Source: an optimization exercise on an open RTL-to-GDS flow (aim: small area and a short achievable clock period). Production flows keep margins and buffers that such runs may drop. The RTL was checked by simulation tests, not by an equivalence proof against the original design.

// dit_fft_8
module dit_fft_8(clk,reset,mode,x,y);
  input clk, reset, mode;
  input [255:0] x;
  output reg [255:0] y;
  reg [255:0] b;
  wire [255:0] bnext;
  wire [255:0] ynext;
  wire [15:0] r129s;
  wire [15:0] r129g, r129p;
  wire [15:0] r258s;
  wire [15:0] r258g, r258p;
  wire [15:0] r387s;
  wire [15:0] r387g, r387p;
  wire [15:0] r516s;
  wire [15:0] r516g, r516p;
  wire [15:0] r630s;
  wire [15:0] r630g, r630p;
  wire [15:0] r744s;
  wire [15:0] r744g, r744p;
  wire [15:0] r858s;
  wire [15:0] r858g, r858p;
  wire [15:0] r972s;
  wire [15:0] r972g, r972p;
  wire [15:0] r1101s;
  wire [15:0] r1101g, r1101p;
  wire [15:0] r1230s;
  wire [15:0] r1230g, r1230p;
  wire [15:0] r1359s;
  wire [15:0] r1359g, r1359p;
  wire [15:0] r1488s;
  wire [15:0] r1488g, r1488p;
  wire [15:0] r1602s;
  wire [15:0] r1602g, r1602p;
  wire [15:0] r1716s;
  wire [15:0] r1716g, r1716p;
  wire [15:0] r1830s;
  wire [15:0] r1830g, r1830p;
  wire [15:0] r1944s;
  wire [15:0] r1944g, r1944p;
  wire [15:0] r1945s;
  wire [15:0] r1945g, r1945p;
  wire [15:0] r1946s;
  wire [15:0] r1946g, r1946p;
  wire [15:0] r1947s;
  wire [15:0] r1947g, r1947p;
  wire [15:0] r1948s;
  wire [15:0] r1948g, r1948p;
  wire [15:0] r1949s;
  wire [15:0] r1949g, r1949p;
  wire [15:0] r1950s;
  wire [15:0] r1950g, r1950p;
  wire [15:0] r1951s;
  wire [15:0] r1951g, r1951p;
  wire [15:0] r1952s;
  wire [15:0] r1952g, r1952p;
  wire [15:0] r2705s;
  wire [23:0] r2705g, r2705p;
  wire [15:0] r2754s;
  wire [23:0] r2754g, r2754p;
  wire [15:0] r2881s;
  wire [23:0] r2881g, r2881p;
  wire [15:0] r2960s;
  wire [23:0] r2960g, r2960p;
  wire [15:0] r3087s;
  wire [23:0] r3087g, r3087p;
  ...
Size: roughly 5500 cells after synthesis, about 520 I/O pins, ~58000 um2 of cells after synthesis.
export LEC_CHECK = 0
export CAP_MARGIN = 20
export CORE_MARGIN = 2
export CORE_UTILIZATION = 55
export SLEW_MARGIN = 20
export SYNTH_HIERARCHICAL = 1
export SYNTH_MINIMUM_KEEP_SIZE = 0
create_clock -name core_clock -period 12.0 [get_ports {clk}]
standard.sh (not shown) runs the stock make flow with config.mk's settings and CLKGATE_MAP_FILE= SYNTH_SCRIPT=/design/flow/synth_recipe.tcl, a recipe that flattens the netlist after the stock synthesis.
==> flow/flow/run.sh <==
#!/bin/bash
# Layout: the standard flow's own flow (standard.sh, which runs the standard synthesis and
# ORFS from floorplan to finish) with two changes to how the layout is made:
# the port buffers are sky130_fd_sc_hd__buf_2 cells rather than ORFS's default
# choice, and timing repair aims for a setup slack margin of SETUP_MARGIN ns.
# The clock period and constraints are the standard flow's.  make's output goes to
# standard_flow.log here; ORFS keeps each step's log under orfs/logs/.
set -euo pipefail
SETUP_MARGIN=6
bash standard.sh "BUFFER_PORTS_ARGS=-buffer_cell sky130_fd_sc_hd__buf_2" \
  "SETUP_SLACK_MARGIN=$SETUP_MARGIN" finish > standard_flow.log 2>&1
The first run completed with no timing, DRC or antenna violations.
Rerun with:
--- a/flow/flow/run.sh
+++ b/flow/flow/run.sh
@@ -7,5 +7,5 @@
 # standard_flow.log here; ORFS keeps each step's log under orfs/logs/.
 set -euo pipefail
-SETUP_MARGIN=6
+SETUP_MARGIN=6.5
 bash standard.sh "BUFFER_PORTS_ARGS=-buffer_cell sky130_fd_sc_hd__buf_2" \
   "SETUP_SLACK_MARGIN=$SETUP_MARGIN" finish > standard_flow.log 2>&1
Effect: Worst hold slack barely changes; die area does not change; routed wire length increases by 1.3%; global-route usage increases by 0.14 points; via count increases by 1.5%.
Rerun with:
Settings changed: TNS_END_PERCENT set to 50.
After rerunning:
- core utilization fell by 0.12 points
- worst setup slack gets better by 0.030 ns
- non-clock buffer count rose by 15
- final area barely changes
- via count is about the same
- register-to-register slack gets better by 0.03 ns

static timing again, ports no longer ideal:
Ports are ideal in the flow. The routed layouts listed here were re-timed in OpenROAD.
Step 1, drivers: a clkbuf_16 drives clk and a buf_2 each remaining input, both assumed.
Step 2 moves the port delays by t, midway between the first and last clock arrival at a register: inputs arrive t later, outputs are due t later. That takes back most of the time a late clock gives input paths.
a / b / c = no drivers / after step 1 / after step 2; a / b = the first two.
| run | t, ns | setup slack, ns | latest minus earliest clock arrival (ns) |
|---|---|---|---|
| the first run | 0.738 | 6.197 / 6.197 / 5.945 | 0.044 / 0.044 |
| the second run | 0.738 | 6.452 / 6.452 / 5.890 | 0.041 / 0.041 |
| the third run | 0.738 | 6.481 / 6.481 / 5.924 | 0.040 / 0.041 |
After both steps every run listed still meets setup and hold. For the second run, which loses most, drivers alone change the setup slack by 0.000 ns; drivers and shift together by -0.562 ns.
